Source: an optimization exercise on an open RTL-to-GDS flow (aim: small area). Production flows keep margins and buffers that such runs may drop. In this exercise RTL edits were held to simulation tests only and were not proved equivalent to the original.

File: config.mk
export PLATFORM = sky130hd
export DESIGN_NAME = RandomNumberGenerator
export DESIGN_NICKNAME = RandomNumberGenerator
export VERILOG_FILES = /design/flow/design.v
export SDC_FILE = /design/flow/constraint.sdc
export NUM_CORES = 4
export LEC_CHECK = 0
export CAP_MARGIN = 20
export CORE_MARGIN = 2
export CORE_UTILIZATION = 40
export SLEW_MARGIN = 20
File: constraint.sdc
create_clock -name core_clock -period 10.0 [get_ports {clk}]
set_input_delay 2.0000 -clock core_clock [delete_from_list [all_inputs] [get_ports {clk}]]
set_output_delay 2.0000 -clock core_clock [all_outputs]
set_load 0.01 [all_outputs]
File: design.v
module RandomNumberGenerator(clk, rst, load, key_x, seed_r, seed_g, seed_b, Rout, Gout, Bout, Key_ready);
    input wire clk;
    input wire rst;
    input wire load;                  
    input wire [15:0] key_x;          
    input wire [15:0] seed_r;         
    input wire [15:0] seed_g;
    input wire [15:0] seed_b;
    output reg [7:0] Rout;
    output reg [7:0] Gout;
    output reg [7:0] Bout;
    output reg Key_ready;
    reg [15:0] Rlfsr;
    reg [15:0] Glfsr;
    reg [15:0] Blfsr;
    reg [2:0] bit_count;
    reg [15:0] x;         
    reg [6:0] zc;         
    reg [15:0] acc;       
    wire [14:0] w = x[14:0] ^ {15{x[15]}};
    wire [1:0] ph = bit_count[1:0];
    wire [3:0] d = (ph == 2'd0) ? w[3:0] : (ph == 2'd1) ? w[7:4] :
                   (ph == 2'd2) ? w[11:8] : {1'b0, w[14:12]};
    wire [15:0] ain = (ph == 2'd0) ? ({w, 1'b1} & {16{x[15]}}) : acc;
    wire t0 = ~ain[0] | ~(w[0] & d[0]);
    wire [1:0] t1 = {1'b0, ~ain[1]} + {1'b0, ~(w[1] & d[0])} + {1'b0, ~(w[0] & d[1])};
    wire t2 = t0 | t1[0];
    wire [1:0] t3 = {1'b0, ~ain[2]} + {1'b0, ~(w[2] & d[0])} + {1'b0, ~(w[1] & d[1])};
    wire [1:0] t4 = {1'b0, ~(w[0] & d[2])} + {1'b0, t1[1]} + {1'b0, t3[0]};
    wire t5 = t2 | t4[0];
    wire t6 = ~(t2 ^ t4[0]);
    wire [1:0] t7 = {1'b0, ~ain[3]} + {1'b0, ~(w[3] & d[0])} + {1'b0, ~(w[2] & d[1])};
    wire [1:0] t8 = {1'b0, ~(w[1] & d[2])} + {1'b0, ~(w[0] & d[3])} + {1'b0, t3[1]};
    wire [1:0] t9 = {1'b0, t7[0]} + {1'b0, t4[1]} + {1'b0, t8[0]};
    wire t10 = t5 | t9[0];
    wire t11 = ~(t5 ^ t9[0]);
    wire [1:0] t12 = {1'b0, ~ain[4]} + {1'b0, ~(w[4] & d[0])} + {1'b0, ~(w[3] & d[1])};
    wire [1:0] t13 = {1'b0, ~(w[2] & d[2])} + {1'b0, ~(w[1] & d[3])} + {1'b0, t7[1]};
    wire [1:0] t14 = {1'b0, t12[0]} + {1'b0, t8[1]} + {1'b0, t13[0]};
    wire [1:0] t15 = {1'b0, t9[1]} + {1'b0, t14[0]} + {1'b0, t10};
    wire [1:0] t16 = {1'b0, ~ain[5]} + {1'b0, ~(w[5] & d[0])} + {1'b0, ~(w[4] & d[1])};
    wire [1:0] t17 = {1'b0, ~(w[3] & d[2])} + {1'b0, ~(w[2] & d[3])} + {1'b0, t12[1]};
    wire [1:0] t18 = {1'b0, t16[0]} + {1'b0, t13[1]} + {1'b0, t17[0]};
    wire [1:0] t19 = {1'b0, t14[1]} + {1'b0, t18[0]} + {1'b0, t15[1]};
    wire [1:0] t20 = {1'b0, ~ain[6]} + {1'b0, ~(w[6] & d[0])} + {1'b0, ~(w[5] & d[1])};
    wire [1:0] t21 = {1'b0, ~(w[4] & d[2])} + {1'b0, ~(w[3] & d[3])} + {1'b0, t16[1]};
    wire [1:0] t22 = {1'b0, t20[0]} + {1'b0, t17[1]} + {1'b0, t21[0]};
    wire [1:0] t23 = {1'b0, t18[1]} + {1'b0, t22[0]} + {1'b0, t19[1]};
    wire [1:0] t24 = {1'b0, ~ain[7]} + {1'b0, ~(w[7] & d[0])} + {1'b0, ~(w[6] & d[1])};
    wire [1:0] t25 = {1'b0, ~(w[5] & d[2])} + {1'b0, ~(w[4] & d[3])} + {1'b0, t20[1]};
    wire [1:0] t26 = {1'b0, t24[0]} + {1'b0, t21[1]} + {1'b0, t25[0]};
    wire [1:0] t27 = {1'b0, t22[1]} + {1'b0, t26[0]} + {1'b0, t23[1]};
    wire [1:0] t28 = {1'b0, ~ain[8]} + {1'b0, ~(w[8] & d[0])} + {1'b0, ~(w[7] & d[1])};
    wire [1:0] t29 = {1'b0, ~(w[6] & d[2])} + {1'b0, ~(w[5] & d[3])} + {1'b0, t24[1]};
    wire [1:0] t30 = {1'b0, t28[0]} + {1'b0, t25[1]} + {1'b0, t29[0]};
    wire [1:0] t31 = {1'b0, t26[1]} + {1'b0, t30[0]} + {1'b0, t27[1]};
    wire [1:0] t32 = {1'b0, ~ain[9]} + {1'b0, ~(w[9] & d[0])} + {1'b0, ~(w[8] & d[1])};
    wire [1:0] t33 = {1'b0, ~(w[7] & d[2])} + {1'b0, ~(w[6] & d[3])} + {1'b0, t28[1]};
    wire [1:0] t34 = {1'b0, t32[0]} + {1'b0, t29[1]} + {1'b0, t33[0]};
    wire [1:0] t35 = {1'b0, t30[1]} + {1'b0, t34[0]} + {1'b0, t31[1]};
    wire [1:0] t36 = {1'b0, ~ain[10]} + {1'b0, ~(w[10] & d[0])} + {1'b0, ~(w[9] & d[1])};
    wire [1:0] t37 = {1'b0, ~(w[8] & d[2])} + {1'b0, ~(w[7] & d[3])} + {1'b0, t32[1]};
    wire [1:0] t38 = {1'b0, t36[0]} + {1'b0, t33[1]} + {1'b0, t37[0]};
    wire [1:0] t39 = {1'b0, t34[1]} + {1'b0, t38[0]} + {1'b0, t35[1]};
    wire [1:0] t40 = {1'b0, ~ain[11]} + {1'b0, ~(w[11] & d[0])} + {1'b0, ~(w[10] & d[1])};
    wire [1:0] t41 = {1'b0, ~(w[9] & d[2])} + {1'b0, ~(w[8] & d[3])} + {1'b0, t36[1]};
    wire [1:0] t42 = {1'b0, t40[0]} + {1'b0, t37[1]} + {1'b0, t41[0]};
    wire [1:0] t43 = {1'b0, t38[1]} + {1'b0, t42[0]} + {1'b0, t39[1]};
    wire [1:0] t44 = {1'b0, ~ain[12]} + {1'b0, ~(w[12] & d[0])} + {1'b0, ~(w[11] & d[1])};
    wire [1:0] t45 = {1'b0, ~(w[10] & d[2])} + {1'b0, ~(w[9] & d[3])} + {1'b0, t40[1]};
    wire [1:0] t46 = {1'b0, t44[0]} + {1'b0, t41[1]} + {1'b0, t45[0]};
    wire [1:0] t47 = {1'b0, t42[1]} + {1'b0, t46[0]} + {1'b0, t43[1]};
    wire [1:0] t48 = {1'b0, ~ain[13]} + {1'b0, ~(w[13] & d[0])} + {1'b0, ~(w[12] & d[1])};
    wire [1:0] t49 = {1'b0, ~(w[11] & d[2])} + {1'b0, ~(w[10] & d[3])} + {1'b0, t44[1]};
    wire [1:0] t50 = {1'b0, t48[0]} + {1'b0, t45[1]} + {1'b0, t49[0]};
    wire [1:0] t51 = {1'b0, t46[1]} + {1'b0, t50[0]} + {1'b0, t47[1]};
    wire [1:0] t52 = {1'b0, ~ain[14]} + {1'b0, ~(w[14] & d[0])} + {1'b0, ~(w[13] & d[1])};
    wire [1:0] t53 = {1'b0, ~(w[12] & d[2])} + {1'b0, ~(w[11] & d[3])} + {1'b0, t48[1]};
    wire [1:0] t54 = {1'b0, t52[0]} + {1'b0, t49[1]} + {1'b0, t53[0]};
    wire [1:0] t55 = {1'b0, t50[1]} + {1'b0, t54[0]} + {1'b0, t51[1]};
    wire [1:0] t56 = {1'b0, ~ain[15]} + {1'b0, ~(w[14] & d[1])} + {1'b0, ~(w[13] & d[2])};
    wire [1:0] t57 = {1'b0, ~(w[12] & d[3])} + {1'b0, t52[1]} + {1'b0, t56[0]};
    wire [1:0] t58 = {1'b0, t53[1]} + {1'b0, t57[0]} + {1'b0, t54[1]};
    wire t59 = t58[0] | t55[1];
    wire t60 = ~(t58[0] ^ t55[1]);
    wire [1:0] t61 = {1'b0, ~(w[14] & d[2])} + {1'b0, ~(w[13] & d[3])} + {1'b0, t56[1]};
    wire [1:0] t62 = {1'b0, t57[1]} + {1'b0, t61[0]} + {1'b0, t58[1]};
    wire t63 = t62[0] | t59;
    wire t64 = ~(t62[0] ^ t59);
    wire [1:0] t65 = {1'b0, ~(w[14] & d[3])} + {1'b0, t61[1]} + {1'b0, t62[1]};
    wire t66 = t65[0] | t63;
    wire t67 = ~(t65[0] ^ t63);
    wire t68 = t65[1] | t66;
    wire t69 = ~(t65[1] ^ t66);
    wire [19:2] T;
    assign T[2] = ~t6;
    assign T[3] = ~t11;
    assign T[4] = ~t15[0];
    assign T[5] = ~t19[0];
    assign T[6] = ~t23[0];
    assign T[7] = ~t27[0];
    assign T[8] = ~t31[0];
    assign T[9] = ~t35[0];
    assign T[10] = ~t39[0];
    assign T[11] = ~t43[0];
    assign T[12] = ~t47[0];
    assign T[13] = ~t51[0];
    assign T[14] = ~t55[0];
    assign T[15] = ~t60;
    assign T[16] = ~t64;
    assign T[17] = ~t67;
    assign T[18] = ~t69;
    assign T[19] = ~t68;
    reg zbit;
    always @(*) begin
        case (zc)
            7'd50: zbit = 1'b1;
            7'd51: zbit = 1'b1;
            7'd52: zbit = 1'b1;
            7'd53: zbit = 1'b1;
            7'd54: zbit = 1'b1;
            7'd55: zbit = 1'b1;
            7'd56: zbit = 1'b1;
            7'd59: zbit = 1'b1;
            7'd60: zbit = 1'b1;
            7'd61: zbit = 1'b1;
            7'd66: zbit = 1'b1;
            7'd68: zbit = 1'b1;
            7'd69: zbit = 1'b1;
            7'd71: zbit = 1'b1;
            7'd72: zbit = 1'b1;
            7'd74: zbit = 1'b1;
            7'd79: zbit = 1'b1;
            7'd80: zbit = 1'b1;
            7'd82: zbit = 1'b1;
            7'd87: zbit = 1'b1;
            7'd92: zbit = 1'b1;
            7'd93: zbit = 1'b1;
            7'd94: zbit = 1'b1;
            7'd98: zbit = 1'b1;
            7'd100: zbit = 1'b1;
            7'd102: zbit = 1'b1;
            7'd105: zbit = 1'b1;
            7'd106: zbit = 1'b1;
            7'd107: zbit = 1'b1;
            7'd109: zbit = 1'b1;
            7'd110: zbit = 1'b1;
            7'd111: zbit = 1'b1;
            7'd112: zbit = 1'b1;
            7'd113: zbit = 1'b1;
            7'd115: zbit = 1'b1;
            7'd119: zbit = 1'b1;
            7'd126: zbit = 1'b1;
            7'd127: zbit = 1'b1;
            default: zbit = 1'b0;
        endcase
    end
    wire [15:0] x_new = {T[17], ~T[16:2]};
    wire phase3 = (bit_count[1:0] == 2'd3);
    wire c = phase3 ? T[17] : zbit;
    always @(posedge clk)
        acc <= T[19:4];
    wire Rfb = Rlfsr[15] ^ Rlfsr[13] ^ Rlfsr[12] ^ Rlfsr[10];
    wire Gfb = Glfsr[15] ^ Glfsr[13] ^ Glfsr[12] ^ Glfsr[10];
    wire Bfb = Blfsr[15] ^ Blfsr[13] ^ Blfsr[12] ^ Blfsr[10];
    always @(posedge clk or posedge rst) begin
        if (rst) begin
            Rlfsr <= 16'h0001;
            Glfsr <= 16'h0002;
            Blfsr <= 16'h0003;
            x <= 16'h7EF0;
            zc <= 7'd48;
            Rout <= 8'b0;
            Gout <= 8'b0;
            Bout <= 8'b0;
            Key_ready <= 1'b0;
            bit_count <= 3'd0;
        end else if (load) begin
            Rlfsr <= seed_r;
            Glfsr <= seed_g;
            Blfsr <= seed_b;
            x <= key_x;
            zc <= 7'd48;
            Rout <= 8'b0;
            Gout <= 8'b0;
            Bout <= 8'b0;
            Key_ready <= 1'b0;
            bit_count <= 3'd0;
        end else begin
            Rlfsr <= {Rlfsr[14:0], Rfb};
            Glfsr <= {Glfsr[14:0], Gfb};
            Blfsr <= {Blfsr[14:0], Bfb};
            Rout <= {Rout[6:0], Rlfsr[15] ^ c};
            Gout <= {Gout[6:0], Glfsr[15] ^ c};
            Bout <= {Bout[6:0], Blfsr[15] ^ c};
            Key_ready <= (bit_count == 3'd7);
            bit_count <= bit_count + 3'd1;
            if (bit_count[1:0] == 2'd0)
                zc <= (zc == 7'd127) ? 7'd49 : zc + 7'd1;
            if (phase3)
                x <= x_new;
        end
    end
endmodule
File: run.sh
#!/bin/bash
# synth_recipe.tcl (not shown) runs the flow's synth.tcl, then flattens the netlist and writes it again
# the make line also repeats each setting of config.mk as NAME=value (left out here)
make -C /OpenROAD-flow-scripts/flow DESIGN_CONFIG=/design/flow/config.mk WORK_HOME=/design/flow/orfs CLKGATE_MAP_FILE= SYNTH_SCRIPT=/design/flow/synth_recipe.tcl finish
==> results of run 1 <==
-- area by class of cell --
cell class	instances	area [um^2]
clock buffer	19	442.9
clock inverter	13	152.6
fill	1403	7640
inverter	34	130.1
multi-input combinational	385	3497
sequential	115	2819
tap	216	270.3
timing repair buffer	102	991.0
-- sequential cells by signal (all words and copies together) (netlist names) --
register and flops:
zc 7, Blfsr 16, Rout 8, Gout 8, Glfsr 16, Key_ready 1
Bout 8, acc 16, x 16, bit_count 3, Rlfsr 16
-- stage by stage --
step | util (%) | cells | worst slack [ns]
after floorplan | - | 562 | 0.4539
after global placement | 48.05 | 851 | 0.3501
after detailed placement | 48.05 | 851 | 0.1770
after CTS | 51.78 | 883 | 0.1403
after global routing | 52.08 | 884 | 0.01432
final | 52.08 | 884 | 0.4594
-- cell families (layout without fill, tap and decap cells) --
logic type                 after synthesis  in the layout  synth area share [%]
AOI/OAI and AO/OA                       55             55                 5.023
buffers and inverters                   62            168                 4.201
xor gates and xnor gates                12             12                 1.604
adders and majority gates               87             87                 23.03
and+or+nand+nor                        158            158                 10.79
DFF                                    115            115                 43.01
muxes                                   73             73                 12.34
-- per-layer routing --
layer	track usage (%)	vias to the layer above
met3	3.922	17
li1	-	2042
met4	6.582	0
met2	26.77	80
met1	22.17	2083
met5	0	-
-- placed cells by master, fill, tap and decap left out, types with 2 or more instances in the layout --
cell,synthesis,layout
clkinv_4,0,4
nor3_1,4,4
o311ai_1,3,3
mux2i_1,11,11
clkinvlp_4,0,3
nand2_1,40,40
nor2b_1,26,26
dfstp_2,16,16
clkbuf_16,0,17
dfxtp_1,16,16
a21o_1,3,3
nor2_1,72,72
fa_1,56,52
ha_4,0,2
buf_4,2,12
xnor2_1,12,12
bufinv_16,0,2
or4_1,3,3
clkdlybuf4s50_1,0,90
inv_1,34,33
inv_6,0,4
a21oi_1,3,3
or2_1,3,3
o21ai_0,35,35
mux2_1,2,2
mux2_2,60,60
ha_1,31,29
nand3_1,3,3
fa_2,0,4
dfrtp_1,83,82
and2_1,2,2
o2111ai_1,4,4
-- what timing repair did --
action	CTS	global route
gates resized for setup	0	8
buffers inserted	0	1
setup endpoints to repair	0	3
-- worst max-delay path: cells and delay by family (launching register included) --
kind	cells	cell delay, ns
buffers and inverters	5	0.36
and+or+nand+nor	4	0.49
adders and majority gates	19	6.73
DFF	1	0.53
muxes	2	0.45
AOI/OAI and AO/OA	4	0.81
-- path summary, 6_finish.rpt --
kind / slack, ns / depth (start not counted) / end
setup reg to reg: 0.46 / 34 / Rout[0]
max in group asynchronous: 6.79 / 3 / x[15]
hold / removal: 0.47 / 1 / Glfsr[15]
hold reg to reg: 0.47 / 1 / Glfsr[15]
setup / recovery: 0.46 / 34 / Rout[0]
min in group asynchronous: 1.94 / 2 / Bout[5]
==> summary.txt, run 1 <==
Die Wd 132.0 um; Post-synth EDFFs 0; Final Max Slew Viols 0; crit path max fanout 5; worst setup path start x[13]; Final Hold Vio Count 0; initial antenna violation count 0; global route total overflow 0; WP data arrival 9.80 ns; height of the die 132.0 um; routed wire length 13,560 um; Unique masters post-synth 43; Max clock buf depth 2; status timing/DRC/antenna clean; Placeable Area 0.01594 mm^2; met2 routed WL 6511 um; RSZ-0062 raised after global routing false; Post-Syn Area 0.006551 mm^2; first-pass GRT wire length 22,890 um; # rows 46; clock-pin transition on the worst setup and hold timing paths 0.05 ns; WP data required 10.26 ns; Slowest-stage cell, CP dfstp_2; most common library cells after synthesis dfrtp_1, nor2_1, mux2_2; Post-CTS Hold Buffers 0; hold crit path type reg -> reg; fraction of registers with async set/reset 86.09%; top-level I/O count 92; DRC Markers 0; top cells by area, synth dfrtp_1, fa_1, mux2_2; Initial Util 41.09%; Worst path max stage delay 0.53 ns; Worst R2R Start x[13]; WS Path Type reg -> reg; DIE AREA 0.01742 mm^2; CP Capture Type flop; gpl congestion 0.8170; Hold Slack 0.4708 ns; relative slew slack 41.07%; vias in the first global route 4,545; final period utilization 95.41%; layout cell share with drive strength beyond 1 19.16%; TritonCTS clock tree built; Yosys reg bits 115; skew final 0.008784 ns; crit path time final 9.541 ns; Crit path top cell by count fa_1; Post-Synthesis Cells 562; Final ANT Viol Nets 0; IO buf count 91; Synth area leader dfrtp_1; DR vias 4,222; H-tree levels 4; Setup Total Neg Slack 0 ns; Layout area overhead 26.74%; CTS Sinks 115; Tightest Pin Transition 0.8840 ns; Setup crit start kind flop; Syn Nets 716; nets 809; largest net degree at the start of global routing 69; ANT cells 0; top_reg_cell synth dfrtp_1; share of the synthesized area in the top cell type 31.70%; sequential area share after synthesis 43.01%; met1 WL 6271 um; Detailed Routing Iterations Pass 1 4; wire per inst 15.34 um; Clock Latency Late Sink 0.42 ns; top layer in use met4; hold_sp Glfsr[14]; max_cap viols 0; total track usage 16.75%; 1st-iter DRT viols 210; count leader, synth dfrtp_1; routed wire length on met3 576 um; final instance area 0.008303 mm^2; average cell area after synthesis 11.66 um^2; achievable frequency 0.1048 GHz; Cell Area, Placed 0.007660 mm^2; endpoints failing setup 0; clock root buffer clkbuf_16; Via density 4.776; total CTS buffers 17; post-DP HPWL 9718 um; Synthesis Warnings 1
==> inputs of run 2 (changes only) <==
==> flow/run.sh (new file) <==
#!/bin/bash
# Standard layout (standard.sh, unchanged synthesis) with two settings changed:
# the port buffers are the smallest buffer, buf_1, instead of
# clkdlybuf4s50_1, and the clock tree uses clkbuf_8 without dummy loads.
set -euo pipefail
export BUFFER_PORTS_ARGS="-buffer_cell sky130_fd_sc_hd__buf_1"
export CTS_ARGS="-sink_clustering_enable -repair_clock_nets -dont_use_dummy_load -buf_list sky130_fd_sc_hd__clkbuf_8 -root_buf sky130_fd_sc_hd__clkbuf_8"
bash standard.sh > standard.log 2>&1
==> standard.sh (new file) <==
#!/bin/bash
# synth_recipe.tcl (not shown) runs the flow's synth.tcl, then flattens the netlist and writes it again
# the make line also repeats each setting of config.mk as NAME=value (left out here)
make -C /OpenROAD-flow-scripts/flow DESIGN_CONFIG=/design/flow/config.mk WORK_HOME=/design/flow/orfs CLKGATE_MAP_FILE= SYNTH_SCRIPT=/design/flow/synth_recipe.tcl "${@:-finish}"
removed: run.sh
==> summary.txt, run 2 <==
status timing/DRC/antenna clean; crit path time final 9.482 ns; Hold Slack 0.4649 ns; Yosys reg bits 115; nets 812; Synthesis Warnings 1; # rows 46; most frequent cells in the layout buf_1, dfrtp_1, nor2_1; DR vias 4,229; top cells by area, synth dfrtp_1, fa_1, mux2_2; DRC Markers 0; sum of buffers and inverters on the critical path 5; Die Wd 132.0 um; skew final 0.01849 ns; R2R setup slack 0.52 ns; routed wire length 12,940 um; most common library cells after synthesis dfrtp_1, nor2_1, mux2_2; Setup crit start kind flop; height of the die 132.0 um; total track usage 16.20%; Final Max Slew Viols 0; post-DP HPWL 9496 um; initial antenna violation count 0; Tightest Pin Transition 0.6669 ns; Layout area overhead 13.22%; CTS Sinks 115; Post-synth EDFFs 0; vias in the first global route 4,558; delay-heaviest family, CP adder cells; largest net degree at the start of global routing 65; top_reg_cell synth dfrtp_1; Max clock buf depth 2; Placeable Area 0.01594 mm^2; Synth area leader dfrtp_1; Worst R2R Start x[9]; reg2reg path depth 34; wire per inst 14.84 um; endpoints failing setup 0; Cell Area, Placed 0.007097 mm^2; most common cell after layout, fill and taps aside buf_1; footprint of the multi-input gates 0.003510 mm^2; first-pass GRT wire length 22,400 um; Setup Total Neg Slack 0 ns; top-level I/O count 92; Layout fillers 1,476; Initial Util 41.09%; IO buf count 91; worst reg2reg endpoint Gout[0]; Layout Cells excl Fill 872; WP data required 10.28 ns; max_cap viols 0; CP Capture Type flop; fraction of registers with async set/reset 86.09%; Unique masters post-synth 43; Post-Syn Area 0.006551 mm^2; hold endpoint Blfsr[9]; Crit path top cell by count fa_1; layout cell share with drive strength beyond 1 17.99%; hold crit path type reg -> reg; Final ANT Viol Nets 0; TritonCTS clock tree built; WP data arrival 9.76 ns; DIE AREA 0.01742 mm^2; share of the synthesized area in the top cell type 31.70%; crit path max fanout 5; Placed Cells 851; relative slew slack 55.54%; Detailed Routing Iterations Pass 1 4; hold_sp Blfsr[8]; Syn Nets 716; count leader, synth dfrtp_1; 1st-iter DRT viols 202; worst slack, placed 0.2032 ns; achievable frequency 0.1055 GHz; final period utilization 94.82%; H-tree levels 4; clock root buffer clkbuf_8; Via density 4.850; WHS Path Cells 1; ANT cells 0; Final Hold Vio Count 0; Clock Latency Late Sink 0.44 ns; sequential area share after synthesis 43.01%; average cell area after synthesis 11.66 um^2; Worst path max stage delay 0.53 ns; global route total overflow 0; Slowest-stage cell, CP dfstp_2; final core occ 46.52%; Post-Synthesis Cells 562; final instance area 0.007417 mm^2; clock-pin transition on the worst setup and hold timing paths 0.07 ns; final worst slack 0.5176 ns; gpl congestion 0.8541; total CTS buffers 17; WS Path Type reg -> reg; register area 0.002819 mm^2
==> run 2: final cells by class <==
cell class / instances / share of cell area [%]
well taps: 216 / 3.644
repair buffers: 105 / 6.123
clock buffers: 17 / 3.155
multi-input cells: 385 / 47.32
inverters: 34 / 1.754
flip-flops and latches: 115 / 38.01
==> run 2: cell families after synthesis <==
kind of cell	Yosys count	synth area share (%)
AO/OA/AOI/OAI	55	5.023
AND/OR/NAND/NOR	158	10.79
flip-flops	115	43.01
buffers and inverters	62	4.201
adder cells (fa/ha/maj)	87	23.03
multiplexers	73	12.34
XOR/XNOR	12	1.604
==> run 2: worst register-to-register path, delay by kind of cell, from the launching register on <==
kind                       cells  cell delay [ns]
DFF                            1             0.53
adders and majority gates     19             6.68
and+or+nand+nor                4             0.49
buffers and inverters          5             0.40
AOI/OAI and AO/OA              4             0.80
muxes                          2             0.45
==> run 2: timing repair <==
item,in CTS,in global routing
buffers inserted,0,4
gates resized for setup,0,10
hold buffers,0,0
setup endpoints to repair,0,3
==> run 2: how the worst max path moves through the flow <==
| stage | startpoint | endpoint | slack (ns) | cells past startpoint |
|---|---|---|---|---|
| detailed placement | x[13] | Bout[0] | 0.20 | 33 |
| floorplan | x[15] | Bout[0] | 0.45 | 34 |
| global route | x[15] | Gout[0] | -0.02 | 35 |
| finish | x[9] | Gout[0] | 0.52 | 34 |
| CTS | x[9] | Bout[0] | 0.18 | 33 |
| global placement | x[9] | Rout[0] | 0.32 | 33 |
==> run 2: per-layer routing <==
layer | up-vias | share of wire (%) | track usage [%] | wire, um
met1 | 2108 | 46 | 21.21 | 5980
met2 | 76 | 48 | 26.27 | 6235
li1 | 2031 | - | - | -
met5 | - | 0 | 0 | 0
met4 | 0 | 1.5 | 5.978 | 199
met3 | 14 | 4.1 | 3.883 | 525
==> inputs of run 3 (changes only) <==
==> flow/run.sh (replaced) <==
#!/bin/bash
# Standard layout (standard.sh, unchanged synthesis) with two settings changed:
# the port buffers are the smallest buffer, buf_1, instead of
# clkdlybuf4s50_1, and the clock tree uses clkbuf_4 without dummy loads.
set -euo pipefail
export BUFFER_PORTS_ARGS="-buffer_cell sky130_fd_sc_hd__buf_1"
export CTS_ARGS="-sink_clustering_enable -repair_clock_nets -dont_use_dummy_load -buf_list sky130_fd_sc_hd__clkbuf_4 -root_buf sky130_fd_sc_hd__clkbuf_4"
bash standard.sh > standard.log 2>&1
==> summary.txt, run 3 <==
Via density 4.880; Worst R2R Start x[15]; DR vias 4,255; height of the die 132.0 um; routed wire length 12,960 um; nets 811; skew final 0.02882 ns; TritonCTS clock tree built; Placeable Area 0.01594 mm^2; initial antenna violation count 1; hold crit path type reg -> reg; crit path time final 9.459 ns; relative slew slack 55.61%; total track usage 16.18%; sequential area share after synthesis 43.01%; Die Wd 132.0 um; Final Max Slew Viols 0; largest net degree at the start of global routing 65; first-pass GRT wire length 22,380 um; layout cell share with drive strength beyond 1 18.02%; top cells by area, synth dfrtp_1, fa_1, mux2_2; DIE AREA 0.01742 mm^2; Detailed Routing Iterations Pass 1 4; Synthesis Warnings 1; hold_sp Blfsr[8]; # rows 46; IO buf count 91; average cell area after synthesis 11.66 um^2; Unique masters post-synth 43; most common cell after layout, fill and taps aside buf_1; fraction of registers with async set/reset 86.09%; gpl congestion 0.8541; Tightest Pin Transition 0.6659 ns; total CTS buffers 17; status timing/DRC/antenna clean; vias in the first global route 4,536; Final ANT Viol Nets 0; Cell Area, Placed 0.007097 mm^2; Slowest-stage cell, CP fa_1; Initial Util 41.09%; wire per inst 14.87 um; clock root buffer clkbuf_4; endpoints failing setup 0; Final Hold Vio Count 0; final period utilization 94.59%; Post-synth EDFFs 0; Setup crit start kind flop; most frequent cells in the layout buf_1, dfrtp_1, nor2_1; top_reg_cell synth dfrtp_1; Synth area leader dfrtp_1; H-tree levels 4; WP data required 10.37 ns; final instance area 0.007300 mm^2; 1st-iter DRT viols 212; Post-Syn Area 0.006551 mm^2; share of the synthesized area in the top cell type 31.70%; crit path max fanout 13; Layout fillers 1,482; post-DP HPWL 9496 um; DRC Markers 0; max_cap viols 0; Max clock buf depth 2; Yosys reg bits 115; Layout area overhead 11.42%; clock-pin transition on the worst setup and hold timing paths 0.11 ns; Syn Nets 716; achievable frequency 0.1057 GHz; Hold Slack 0.4598 ns; Clock Latency Late Sink 0.51 ns; WP data arrival 9.83 ns; WS Path Type reg -> reg; CP Capture Type flop; count leader, synth dfrtp_1; top-level I/O count 92; Crit path top cell by count fa_1; Post-Synthesis Cells 562; Worst path max stage delay 0.55 ns; most common library cells after synthesis dfrtp_1, nor2_1, mux2_2; worst setup path start x[15]; global route total overflow 0; CTS Sinks 115
==> run 3: cell counts after synthesis <==
Identical to the previous run, type by type.
==> run 3: worst paths after layout <==
check                      endpoint  slack (ns)  cells past startpoint
max                         Gout[0]        0.54                     35
min                        Blfsr[9]        0.46                      1
max reg2reg                 Gout[0]        0.54                     35
min reg2reg                Blfsr[9]        0.46                      1
max in group asynchronous  Blfsr[4]        7.34                      3
min in group asynchronous   Bout[6]        1.53                      2
==> run 3: what timing repair did <==
item	4_1_cts	5_1_grt
gates resized for setup	0	11
endpoints found under the setup margin	0	3
buffers inserted	0	3
hold buffers	0	0
==> run 3: critical path, delay by kind of cell (launching register included) <==
kind,cells,cell delay (ns)
AO/OA/AOI/OAI,5,0.88
adder cells (fa/ha/maj),19,6.93
buffers and inverters,6,0.56
flip-flops,1,0.45
multiplexers,1,0.09
AND/OR/NAND/NOR,4,0.39
==> run 3: logic make-up (layout without fill, tap and decap cells) <==
group / Yosys count / in the layout / synth area share (%)
buf+inv: 62 / 155 / 4.201
simple gates: 158 / 158 / 10.79
flops: 115 / 115 / 43.01
xor+xnor: 12 / 12 / 1.604
fa+ha+maj: 87 / 87 / 23.03
other cells: 0 / 1 / 0
mux: 73 / 73 / 12.34
compound gates: 55 / 55 / 5.023
==> run 3: metal layers <==
layer	GRT usage (%)	wire, um
met4	5.797	172
met2	26.16	6179
met3	3.883	526
met1	21.33	6085
met5	0	0
==> run 3: area by class of cell <==
type	instances	area, um^2	share of cell area (%)
Timing Repair Buffer	104	446.7	6.119
Inverter	34	130.1	1.783
Tap cell	216	270.3	3.702
Sequential cell	115	2819	38.62
Clock buffer	17	127.6	1.748
Antenna cell	1	2.502	0.03428
Multi-Input combinational cell	385	3503	47.99
==> run 3: metrics by stage <==
stage          instances     TNS (ns)  utilization (%)  setup slack [ns]
2_1_floorplan        562            0                -            0.4539
3_3_place_gp         851            0            44.51            0.3225
3_5_place_dp         851            0            44.51            0.2032
4_1_cts              868            0            45.31            0.1749
5_1_grt              872  -0.00009770            45.79       -0.00009770
6_report             872            0            45.79            0.5407
==> inputs of run 4 (changes only) <==
--- a/design.v
+++ b/design.v
@@ -13,15 +13,19 @@
     reg [15:0] Rlfsr;
     reg [15:0] Glfsr;
     reg [15:0] Blfsr;
-    reg [2:0] bit_count;
+    reg [1:0] g;
+    reg h;
     reg [15:0] x;         
     reg [6:0] zc;         
+    wire ph0 = ~g[1] & ~g[0];
+    wire ph1 = ~g[1] &  g[0];
+    wire ph2 =  g[1] &  g[0];
+    wire ph3 =  g[1] & ~g[0];
     reg [15:0] acc;       
     wire [14:0] w = x[14:0] ^ {15{x[15]}};
-    wire [1:0] ph = bit_count[1:0];
-    wire [3:0] d = (ph == 2'd0) ? w[3:0] : (ph == 2'd1) ? w[7:4] :
-                   (ph == 2'd2) ? w[11:8] : {1'b0, w[14:12]};
-    wire [15:0] ain = (ph == 2'd0) ? ({w, 1'b1} & {16{x[15]}}) : acc;
+    wire [3:0] d = ({4{ph0}} & w[3:0]) | ({4{ph1}} & w[7:4]) |
+                   ({4{ph2}} & w[11:8]) | ({4{ph3}} & {1'b0, w[14:12]});
+    wire [15:0] ain = ph0 ? ({w, 1'b1} & {16{x[15]}}) : acc;
     wire t0 = ~ain[0] | ~(w[0] & d[0]);
     wire [1:0] t1 = {1'b0, ~ain[1]} + {1'b0, ~(w[1] & d[0])} + {1'b0, ~(w[0] & d[1])};
     wire t2 = t0 | t1[0];
@@ -156,8 +160,7 @@
         endcase
     end
     wire [15:0] x_new = {T[17], ~T[16:2]};
-    wire phase3 = (bit_count[1:0] == 2'd3);
-    wire c = phase3 ? T[17] : zbit;
+    wire c = ph3 ? T[17] : zbit;
     always @(posedge clk)
         acc <= T[19:4];
     wire Rfb = Rlfsr[15] ^ Rlfsr[13] ^ Rlfsr[12] ^ Rlfsr[10];
@@ -174,7 +177,8 @@
             Gout <= 8'b0;
             Bout <= 8'b0;
             Key_ready <= 1'b0;
-            bit_count <= 3'd0;
+            g <= 2'b00;
+            h <= 1'b0;
         end else if (load) begin
             Rlfsr <= seed_r;
             Glfsr <= seed_g;
@@ -185,7 +189,8 @@
             Gout <= 8'b0;
             Bout <= 8'b0;
             Key_ready <= 1'b0;
-            bit_count <= 3'd0;
+            g <= 2'b00;
+            h <= 1'b0;
         end else begin
             Rlfsr <= {Rlfsr[14:0], Rfb};
             Glfsr <= {Glfsr[14:0], Gfb};
@@ -193,11 +198,13 @@
             Rout <= {Rout[6:0], Rlfsr[15] ^ c};
             Gout <= {Gout[6:0], Glfsr[15] ^ c};
             Bout <= {Bout[6:0], Blfsr[15] ^ c};
-            Key_ready <= (bit_count == 3'd7);
-            bit_count <= bit_count + 3'd1;
-            if (bit_count[1:0] == 2'd0)
+            Key_ready <= h & ph3;
+            g <= {g[0], ~g[1]};
+            if (ph3)
+                h <= ~h;
+            if (ph0)
                 zc <= (zc == 7'd127) ? 7'd49 : zc + 7'd1;
-            if (phase3)
+            if (ph3)
                 x <= x_new;
         end
     end
==> summary.txt, run 4 <==
status timing/DRC/antenna clean; Placeable Area 0.01594 mm^2; layout cell share with drive strength beyond 1 14.49%; worst setup path start x[15]; crit path max fanout 14; count leader, synth nor2_1; R2R setup slack 0.53 ns; final worst slack 0.5330 ns; Tightest Pin Transition 0.7604 ns; wire per inst 14.85 um; CP Capture Type flop; Setup Total Neg Slack 0 ns; post-CTS resize count 0; first-pass GRT wire length 23,400 um; Initial Util 40.97%; total track usage 16.80%; sequential area share after synthesis 43.13%; Max clock buf depth 2; top_reg_cell synth dfrtp_1; share of the synthesized area in the top cell type 31.79%; # rows 46; vias in the first global route 4,819; most frequent cells in the layout buf_1, nor2_1, dfrtp_1; Worst path max stage delay 0.56 ns; TritonCTS clock tree built; routed wire length 13,360 um; H-tree levels 4; WS Path Type reg -> reg; top cells by area, synth dfrtp_1, fa_1, mux2_2; Via density 4.909; top-level I/O count 92; DR vias 4,418; delay-heaviest family, CP adder cells; most common cell after layout, fill and taps aside buf_1; Layout area overhead 10.57%; Unique masters post-synth 45; Detailed Routing Iterations Pass 1 5; Layout fillers 1,513; Post-Syn Area 0.006533 mm^2; DIE AREA 0.01737 mm^2; Die Wd 131.8 um; footprint of the multi-input gates 0.003455 mm^2; hold crit path type reg -> reg; Hold Slack 0.4695 ns; Post-CTS Hold Buffers 0; Synth area leader dfrtp_1; final period utilization 94.67%; Final Max Slew Viols 0; worst reg2reg endpoint Bout[0]; Final Hold Vio Count 0; Placed Cells 882; WP data arrival 9.85 ns; Final ANT Viol Nets 0; IO buf count 91; worst slack, placed 0.4511 ns; height of the die 131.8 um; max_cap viols 0; skew final 0.03415 ns; gpl congestion 0.8865; fraction of registers with async set/reset 86.09%; relative slew slack 49.30%; clock-pin transition on the worst setup and hold timing paths 0.12 ns; Worst R2R Start x[15]; 1st-iter DRT viols 220; Post-synth EDFFs 0; post-CTS setup buffer count 0; register area 0.002818 mm^2; nets 834; WP data required 10.38 ns; final core occ 45.31%; Yosys reg bits 115; Synthesis Warnings 1; sum of buffers and inverters on the critical path 6; most common library cells after synthesis nor2_1, dfrtp_1, nand2_1; RSZ-0062 raised after global routing false; Syn Nets 744; achievable frequency 0.1056 GHz; global route total overflow 0; Layout Cells excl Fill 900; clock root buffer clkbuf_4; DRC Markers 0; largest net degree at the start of global routing 73; endpoints failing setup 0; post-DP HPWL 9982 um; total CTS buffers 17; CP Capture Point Bout[0]; initial antenna violation count 1; Post-Synthesis Cells 595; Crit path top cell by count fa_1; critical path depth in cells 31; Setup crit start kind flop; Slowest-stage cell, CP fa_1; Clock Latency Late Sink 0.52 ns; average cell area after synthesis 10.98 um^2; CTS Sinks 115; reg2reg path depth 31; crit path time final 9.467 ns
## run 4: changes by cell type in the layout (fill, tap and decap cells not counted), sizes merged, moves of 4 or more
cell,before,now
nand2,40,72
nor2,72,86
a21oi,3,22
o2111ai,4,0
mux2,62,46
o21ai,36,24
ha,31,26
mux2i,11,1
a211oi,0,4
and3,0,4
## run 4: metal layers
layer  share of wire [%]  GRT usage [%]  vias up
li1                    -              -     2104
met1                  45          22.00     2195
met2                  49          27.81      105
met3                 3.9          3.652       14
met4                 1.2          5.797        0
met5                   0              0        -
## run 4: area by class of cell
class	instances	area share, %
timing repair buffer	101	5.820
clock buffer	17	1.767
sequential	115	39.01
tap	216	3.742
multi-input combinational	416	47.83
inverter	34	1.801
antenna	1	0.03464
## run 4: cell families (layout without fill, tap and decap cells)
family	after synthesis	count (layout)	share of synthesized area (%)
simple gates	206	206	13.79
flops	115	115	43.13
fa+ha+maj	82	82	22.14
compound gates	67	67	6.321
buf+inv	64	152	4.022
mux	50	50	9.117
xor+xnor	11	11	1.475
other cells	0	1	0
## run 4: worst reg2reg max path, delay by kind of cell (launching register included)
family	cells	cell delay [ns]
and+or+nand+nor	2	0.26
DFF	1	0.38
adders and majority gates	19	7.18
AOI/OAI and AO/OA	3	0.65
muxes	1	0.27
buffers and inverters	6	0.62
## run 4: metrics by stage
step | area, um^2
final | 7223
after CTS | 7221
after global placement | 7093
after detailed placement | 7093
after floorplan | 6533
after global routing | 7223
## run 4: worst min path at each step
| stage | to | cells after the start | from |
|---|---|---|---|
| finish | Blfsr[4] | 1 | Blfsr[3] |
| global route | Glfsr[15] | 1 | Glfsr[14] |
| CTS | Gout[2] | 1 | Gout[1] |
| detailed placement | Blfsr[10] | 1 | Blfsr[9] |
| global placement | Glfsr[6] | 1 | Glfsr[5] |
| floorplan | Blfsr[10] | 1 | Blfsr[9] |
==> inputs of run 5 (changes only) <==
==> flow/run.sh (replaced) <==
#!/bin/bash
# Standard layout (standard.sh) with three changes that do not touch the
# registers or what is measured:
#  * Yosys's ABC step maps the combinational logic for area
#    (&get -n; &st; &dch; &nf -a; &put) instead of ORFS's speed script;
#    everything else in synthesis is ORFS's own script, unchanged;
#  * the port buffers are the smallest buffer, buf_1;
#  * the clock tree uses clkbuf_4 without dummy loads.
set -euo pipefail
here=$(pwd)
rm -rf "$here/scripts_mod"
cp -r "$FLOW_HOME/scripts" "$here/scripts_mod"
printf '%s\n' '&get -n' '&st' '&dch' '&nf -a' '&put' > "$here/scripts_mod/abc_speed.script"
export SCRIPTS_DIR="$here/scripts_mod"
export BUFFER_PORTS_ARGS="-buffer_cell sky130_fd_sc_hd__buf_1"
export CTS_ARGS="-sink_clustering_enable -repair_clock_nets -dont_use_dummy_load -buf_list sky130_fd_sc_hd__clkbuf_4 -root_buf sky130_fd_sc_hd__clkbuf_4"
bash standard.sh > standard.log 2>&1
==> summary.txt, run 5 <==
Post-CTS Hold Buffers 0; Slowest-stage cell, CP dfrtp_1; top cells by area, synth dfrtp_1, fa_1, mux2_1; total track usage 17.32%; WS Path Type reg -> reg; footprint of the multi-input gates 0.003304 mm^2; vias in the first global route 4,498; Layout fillers 1,460; largest net degree at the start of global routing 68; final core occ 46.17%; gpl congestion 0.9011; Yosys reg bits 115; Final ANT Viol Nets 0; grt met3 use 3.742%; register area 0.002818 mm^2; crit path time final 9.518 ns; Tightest Pin Transition 0.8609 ns; Max clock buf depth 2; share of the synthesized area in the top cell type 33.27%; nets 793; DIE AREA 0.01662 mm^2; post-CTS resize count 0; Layout area overhead 12.42%; Die Wd 128.9 um; Syn Nets 675; Placeable Area 0.01520 mm^2; crit path max fanout 17; count leader, synth dfrtp_1; Crit path top cell by count fa_1; Detailed Routing Iterations Pass 1 5; routed wire length 12,990 um; Post-Synthesis Cells 526; skew final 0.02907 ns; clock-pin transition on the worst setup and hold timing paths 0.11 ns; global routing met1 resource utilization 22.50%; Unique masters post-synth 30; total CTS buffers 17; DRC Markers 0; met2 GRT Util 28.35%; Final Hold Vio Count 0; most common cell after layout, fill and taps aside buf_1; Clock Latency Late Sink 0.51 ns; WP data arrival 9.88 ns; R2R setup slack 0.48 ns; Synth area leader dfrtp_1; sequential area share after synthesis 45.13%; WP data required 10.36 ns; hold crit path type reg -> reg; # rows 45; Post-Syn Area 0.006243 mm^2; endpoints failing setup 0; post-DP HPWL 9565 um; first-pass GRT wire length 22,160 um; H-tree levels 4; Synthesis Warnings 1; Via density 5.008; relative slew slack 42.61%; most frequent cells in the layout buf_1, dfrtp_1, nor2_1; DR vias 4,162; Setup Total Neg Slack 0 ns; post-CTS setup buffer count 0; max_cap viols 0; Final Max Slew Viols 0; 1st-iter DRT viols 254; average cell area after synthesis 11.87 um^2; layout cell share with drive strength beyond 1 6.854%; final period utilization 95.18%; initial antenna violation count 1; top-level I/O count 92; wire per inst 15.63 um; most common library cells after synthesis dfrtp_1, nor2_1, mux2_1; gr busiest metal met2; height of the die 128.9 um; Setup crit start kind flop; achievable frequency 0.1051 GHz; TritonCTS clock tree built; Post-synth EDFFs 0; IO buf count 91; global route total overflow 0; clock root buffer clkbuf_4; status timing/DRC/antenna clean; top_reg_cell synth dfrtp_1; CP Capture Type flop; fraction of registers with async set/reset 86.09%; Initial Util 41.07%; RSZ-0062 raised after global routing false; Worst path max stage delay 0.80 ns; CTS Sinks 115
==> run 5: cell count changes after synthesis, moves of 27 or more <==
cell | previous run | this run
mux2_2 | 45 | 0
nand2_1 | 72 | 43
mux2_1 | 1 | 60
inv_1 | 34 | 0
clkinv_1 | 0 | 33
o21ai_0 | 10 | 37
==> run 5: layout make-up <==
type                            count  share of cell area [%]
Timing Repair Buffer               99                   5.775
Inverter                           33                   1.800
Sequential cell                   115                   40.14
Tap cell                          188                   3.351
Multi-Input combinational cell    378                   47.08
Antenna cell                        1                 0.03565
Clock buffer                       17                   1.818
==> run 5: worst paths after layout <==
| kind | startpoint | endpoint | cells past startpoint |
|---|---|---|---|
| max | x[15] | Bout[0] | 30 |
| min | Blfsr[3] | Blfsr[4] | 1 |
| max reg2reg | x[15] | Bout[0] | 30 |
| min reg2reg | Blfsr[3] | Blfsr[4] | 1 |
| max in group asynchronous | rst | x[3] | 3 |
| min in group asynchronous | rst | Gout[7] | 2 |
==> run 5: worst max-delay path, delay by kind of cell (launching register included) <==
family | cells | cell delay [ns]
buffers and inverters | 4 | 0.39
XOR/XNOR | 1 | 0.17
flip-flops | 1 | 0.80
AO/OA/AOI/OAI | 2 | 0.59
adder cells (fa/ha/maj) | 19 | 6.99
AND/OR/NAND/NOR | 4 | 0.44
==> run 5: layer usage <==
layer	up-vias	wire length, um
met5	-	0
met4	0	276
met3	19	500
met2	100	6310
met1	2074	5898
li1	1969	-
==> run 5: metrics by stage <==
stage,instance area [um^2],setup slack (ns),instances,hold WS (ns)
2_1_floorplan,6243,0.4379,526,0.4325
3_3_place_gp,6887,0.5891,813,0.4387
3_5_place_dp,6887,0.4129,813,0.4418
4_1_cts,7014,0.4002,830,0.4558
5_1_grt,7019,0.06250,831,0.4781
6_report,7019,0.4822,831,0.4509
==> run 5: logic make-up (layout without fill, tap and decap cells) <==
kind of cell / after synthesis / count (layout) / synth area share [%]
muxes: 63 / 63 / 11.30
DFF: 115 / 115 / 45.13
AOI/OAI and AO/OA: 62 / 62 / 5.611
xor gates and xnor gates: 14 / 14 / 1.964
buffers and inverters: 33 / 149 / 1.984
other: 0 / 1 / 0
and+or+nand+nor: 157 / 157 / 10.84
adders and majority gates: 82 / 82 / 23.17
==> inputs of run 6 (changes only) <==
--- a/flow/run.sh
+++ b/flow/run.sh
@@ -13,5 +13,5 @@
 printf '%s\n' '&get -n' '&st' '&dch' '&nf -a' '&put' > "$here/scripts_mod/abc_speed.script"
 export SCRIPTS_DIR="$here/scripts_mod"
 export BUFFER_PORTS_ARGS="-buffer_cell sky130_fd_sc_hd__buf_1"
-export CTS_ARGS="-sink_clustering_enable -repair_clock_nets -dont_use_dummy_load -buf_list sky130_fd_sc_hd__clkbuf_4 -root_buf sky130_fd_sc_hd__clkbuf_4"
+export CTS_ARGS="-sink_clustering_enable -repair_clock_nets -dont_use_dummy_load -sink_clustering_size 40 -sink_clustering_max_diameter 200 -buf_list sky130_fd_sc_hd__clkbuf_8 -root_buf sky130_fd_sc_hd__clkbuf_8"
 bash standard.sh > standard.log 2>&1
==> summary.txt, run 6 <==
fraction of registers with async set/reset 86.09%; crit path time final 9.555 ns; clock-pin transition on the worst setup and hold timing paths 0.07 ns; achievable frequency 0.1047 GHz; Worst path max stage delay 0.82 ns; met2 GRT Util 28.45%; sum of buffers and inverters on the critical path 4; post-CTS resize count 0; CP Capture Type flop; sequential area share after synthesis 45.13%; Detailed Routing Iterations Pass 1 4; Die Wd 128.9 um; # rows 45; global route total overflow 0; crit path max fanout 17; Final ANT Viol Nets 0; worst slack, placed 0.4129 ns; Final Hold Vio Count 0; Cell Area, Placed 0.006887 mm^2; post-DP HPWL 9565 um; Clock Latency Late Sink 0.42 ns; final period utilization 95.55%; IO buf count 91; layout cell share with drive strength beyond 1 6.854%; delay-heaviest family, CP adder cells; global routing met1 resource utilization 22.53%; Layout fillers 1,443; total track usage 17.35%; WP data arrival 9.84 ns; largest net degree at the start of global routing 68; Post-Synthesis Cells 526; hold crit path type reg -> reg; height of the die 128.9 um; Placeable Area 0.01520 mm^2; Unique masters post-synth 30; top-level I/O count 92; clock root buffer clkbuf_8; TritonCTS clock tree built; Layout area overhead 14.09%; Synthesis Warnings 1; Max clock buf depth 2; WP data required 10.28 ns; CTS Sinks 115; Post-synth EDFFs 0; Yosys reg bits 115; count leader, synth dfrtp_1; nets 793; share of the synthesized area in the top cell type 33.27%; max_cap viols 0; most common library cells after synthesis dfrtp_1, nor2_1, mux2_1; grt met3 use 3.992%; Via density 4.943; endpoints failing setup 0; Final Max Slew Viols 0; top_reg_cell synth dfrtp_1; DR vias 4,103; 1st-iter DRT viols 230; DRC Markers 0; post-CTS setup buffer count 0; Tightest Pin Transition 0.8589 ns; top cells by area, synth dfrtp_1, fa_1, mux2_1; Post-CTS Hold Buffers 0; RSZ-0062 raised after global routing false; final instance area 0.007123 mm^2; Syn Nets 675; total CTS buffers 17; WS Path Type reg -> reg; ANT cells 0; wire per inst 15.63 um; final core occ 46.86%; Crit path top cell by count fa_1; most frequent cells in the layout buf_1, dfrtp_1, nor2_1; DIE AREA 0.01662 mm^2; status timing/DRC/antenna clean; first-pass GRT wire length 22,200 um; final worst slack 0.4451 ns; initial antenna violation count 0; vias in the first global route 4,498; gr busiest metal met2; skew final 0.01880 ns; Slowest-stage cell, CP dfrtp_1; gpl congestion 0.9011; Initial Util 41.07%; Setup crit start kind flop; Synth area leader dfrtp_1; Setup Total Neg Slack 0 ns; relative slew slack 42.74%; routed wire length 12,980 um; most common cell after layout, fill and taps aside buf_1; average cell area after synthesis 11.87 um^2; H-tree levels 4; Post-Syn Area 0.006243 mm^2
run 6: cell counts after synthesis:
Identical to the previous run, type by type.
run 6: stage by stage:
step / instances / hold slack, ns
4_1_cts: 830 / 0.4601
2_1_floorplan: 526 / 0.4325
6_report: 830 / 0.4546
3_3_place_gp: 813 / 0.4387
5_1_grt: 830 / 0.4781
3_5_place_dp: 813 / 0.4418
run 6: cells by family after synthesis:
group / share of synthesized area, %
AOI/OAI and AO/OA: 5.611
and+or+nand+nor: 10.84
buffers and inverters: 1.984
adders and majority gates: 23.17
xor gates and xnor gates: 1.964
DFF: 45.13
muxes: 11.30
run 6: final timing paths:
kind                       endpoint     start  slack, ns  cells past startpoint
min in group asynchronous   Gout[7]       rst       1.56                      2
max in group asynchronous      x[3]       rst       7.22                      3
min                        Blfsr[4]  Blfsr[3]       0.45                      1
min reg2reg                Blfsr[4]  Blfsr[3]       0.45                      1
max                         Bout[0]     x[15]       0.45                     30
max reg2reg                 Bout[0]     x[15]       0.45                     30
run 6: area by class of cell:
| type | instances | area [um^2] | share of cell area [%] |
|---|---|---|---|
| Sequential cell | 115 | 2818 | 39.56 |
| Tap cell | 188 | 235.2 | 3.302 |
| Timing Repair Buffer | 99 | 405.4 | 5.691 |
| Inverter | 33 | 126.4 | 1.774 |
| Multi-Input combinational cell | 378 | 3304 | 46.39 |
| Clock buffer | 17 | 234.0 | 3.285 |
run 6: layer usage:
| layer | vias up | part of all wire, % | routed length (um) |
|---|---|---|---|
| li1 | 1962 | - | - |
| met1 | 2042 | 46 | 5956 |
| met2 | 81 | 48 | 6272 |
| met3 | 18 | 4.0 | 518 |
| met4 | 0 | 1.8 | 228 |
| met5 | - | 0 | 0 |
==> inputs of run 7 (changes only) <==
--- a/flow/run.sh
+++ b/flow/run.sh
@@ -13,5 +13,5 @@
 printf '%s\n' '&get -n' '&st' '&dch' '&nf -a' '&put' > "$here/scripts_mod/abc_speed.script"
 export SCRIPTS_DIR="$here/scripts_mod"
 export BUFFER_PORTS_ARGS="-buffer_cell sky130_fd_sc_hd__buf_1"
-export CTS_ARGS="-sink_clustering_enable -repair_clock_nets -dont_use_dummy_load -sink_clustering_size 40 -sink_clustering_max_diameter 200 -buf_list sky130_fd_sc_hd__clkbuf_8 -root_buf sky130_fd_sc_hd__clkbuf_8"
+export CTS_ARGS="-sink_clustering_enable -repair_clock_nets -dont_use_dummy_load -sink_clustering_size 30 -sink_clustering_max_diameter 150 -buf_list sky130_fd_sc_hd__clkbuf_4 -root_buf sky130_fd_sc_hd__clkbuf_4"
 bash standard.sh > standard.log 2>&1
==> summary.txt, run 7 <==
height of the die 128.9 um; global routing met1 resource utilization 22.50%; WP data arrival 9.88 ns; DIE AREA 0.01662 mm^2; Syn Nets 675; total track usage 17.32%; grt met3 use 3.742%; Post-synth EDFFs 0; vias in the first global route 4,498; initial antenna violation count 1; sequential area share after synthesis 45.13%; Final Hold Vio Count 0; Post-CTS Hold Buffers 0; DR vias 4,162; Setup Total Neg Slack 0 ns; global route total overflow 0; post-CTS resize count 0; Max clock buf depth 2; Placeable Area 0.01520 mm^2; final instance area 0.007019 mm^2; WS Path Type reg -> reg; met2 GRT Util 28.35%; top_reg_cell synth dfrtp_1; wire per inst 15.63 um; gpl congestion 0.9011; Final Max Slew Viols 0; Crit path top cell by count fa_1; Clock Latency Late Sink 0.51 ns; fraction of registers with async set/reset 86.09%; most common cell after layout, fill and taps aside buf_1; Cell Area, Placed 0.006887 mm^2; Unique masters post-synth 30; final period utilization 95.18%; WP data required 10.36 ns; Synth area leader dfrtp_1; Worst path max stage delay 0.80 ns; Die Wd 128.9 um; Yosys reg bits 115; Layout fillers 1,460; DRC Markers 0; max_cap viols 0; Tightest Pin Transition 0.8609 ns; status timing/DRC/antenna clean; Slowest-stage cell, CP dfrtp_1; share of the synthesized area in the top cell type 33.27%; layout cell share with drive strength beyond 1 6.854%; total CTS buffers 17; CP Capture Type flop; Setup crit start kind flop; achievable frequency 0.1051 GHz; 1st-iter DRT viols 254; count leader, synth dfrtp_1; R2R setup slack 0.48 ns; Final ANT Viol Nets 0; CTS Sinks 115; most frequent cells in the layout buf_1, dfrtp_1, nor2_1; IO buf count 91; footprint of the multi-input gates 0.003304 mm^2; Synthesis Warnings 1; clock-pin transition on the worst setup and hold timing paths 0.11 ns; relative slew slack 42.61%; clock root buffer clkbuf_4; gr busiest metal met2; crit path time final 9.518 ns; first-pass GRT wire length 22,160 um; Post-Synthesis Cells 526; register area 0.002818 mm^2; skew final 0.02907 ns; TritonCTS clock tree built; Detailed Routing Iterations Pass 1 5; post-CTS setup buffer count 0; post-DP HPWL 9565 um; Layout area overhead 12.42%; routed wire length 12,990 um; top cells by area, synth dfrtp_1, fa_1, mux2_1; # rows 45; Via density 5.008; RSZ-0062 raised after global routing false; nets 793; largest net degree at the start of global routing 68; hold crit path type reg -> reg; Post-Syn Area 0.006243 mm^2; crit path max fanout 17; top-level I/O count 92; average cell area after synthesis 11.87 um^2; most common library cells after synthesis dfrtp_1, nor2_1, mux2_1; H-tree levels 4; endpoints failing setup 0; Initial Util 41.07%
run 7: layout make-up:
type	count	area share, %
Sequential cell	115	40.14
Antenna cell	1	0.03565
Clock buffer	17	1.818
Multi-Input combinational cell	378	47.08
Inverter	33	1.800
Tap cell	188	3.351
Timing Repair Buffer	99	5.775
run 7: path summary, 6_finish.rpt:
check,from,endpoint,depth (start not counted)
worst max-delay path,x[15],Bout[0],30
worst max register to register,x[15],Bout[0],30
worst min-delay path,Blfsr[3],Blfsr[4],1
max in group asynchronous,rst,x[3],3
worst min register to register,Blfsr[3],Blfsr[4],1
min in group asynchronous,rst,Gout[7],2
run 7: metal layers:
layer | up-vias | part of all wire (%)
li1 | 1969 | -
met1 | 2074 | 45
met2 | 100 | 49
met3 | 19 | 3.9
met4 | 0 | 2.1
met5 | - | 0
run 7: per-stage QoR:
step / std cells / setup WS, ns / util [%] / hold WS, ns
6_report: 831 / 0.4822 / 46.17 / 0.4509
4_1_cts: 830 / 0.4002 / 46.14 / 0.4558
3_5_place_dp: 813 / 0.4129 / 45.30 / 0.4418
5_1_grt: 831 / 0.06250 / 46.17 / 0.4781
3_3_place_gp: 813 / 0.5891 / 45.30 / 0.4387
2_1_floorplan: 526 / 0.4379 / - / 0.4325
run 7: logic make-up (layout without fill, tap and decap cells):
family,Yosys count,in the layout,share of synthesized area [%]
mux,63,63,11.30
compound gates,62,62,5.611
xor+xnor,14,14,1.964
simple gates,157,157,10.84
buf+inv,33,149,1.984
fa+ha+maj,82,82,23.17
flops,115,115,45.13
other cells,0,1,0
run 7: critical path: cells and delay by family (launching register included):
family,cells,cell delay (ns)
AO/OA/AOI/OAI,2,0.59
XOR/XNOR,1,0.17
adder cells (fa/ha/maj),19,6.99
buffers and inverters,4,0.39
flip-flops,1,0.80
AND/OR/NAND/NOR,4,0.44

-- static timing again, ports no longer ideal --
In the flow no input, the clock included, has a driving cell. The finished layouts below were timed again as built, in two steps. Step 1 (the two cells are an assumption about what drives the block):
set clk [get_ports {clk}]
set_driving_cell -lib_cell sky130_fd_sc_hd__clkbuf_16 $clk
set_driving_cell -lib_cell sky130_fd_sc_hd__buf_2 [delete_from_list [all_inputs] $clk]
Step 2 also shifts input and output timing later by t, the mid clock arrival at the registers, as if the neighbouring blocks saw the same clock. Three values: no drivers, after step 1, after step 2; two values: the first two.
run	t, ns	slack for setup (ns)	hold WS [ns]	clock arrival spread, ns	worst slew at a driven data input, ns
run 1	0.456	0.459 / 0.459 / 0.459	0.471 / 0.471 / 0.471	0.010 / 0.009	0.05
run 2	0.462	0.518 / 0.518 / 0.518	0.465 / 0.465 / 0.465	0.026 / 0.025	0.05
run 3	0.536	0.541 / 0.541 / 0.541	0.460 / 0.460 / 0.460	0.040 / 0.040	0.05
run 4	0.535	0.533 / 0.533 / 0.533	0.469 / 0.469 / 0.469	0.054 / 0.054	0.05
run 5	0.534	0.482 / 0.482 / 0.482	0.451 / 0.451 / 0.451	0.039 / 0.039	0.05
run 6	0.456	0.445 / 0.445 / 0.445	0.455 / 0.455 / 0.455	0.029 / 0.029	0.05
run 7	0.534	0.482 / 0.482 / 0.482	0.451 / 0.451 / 0.451	0.039 / 0.039	0.05
After both steps every run listed still meets setup and hold.
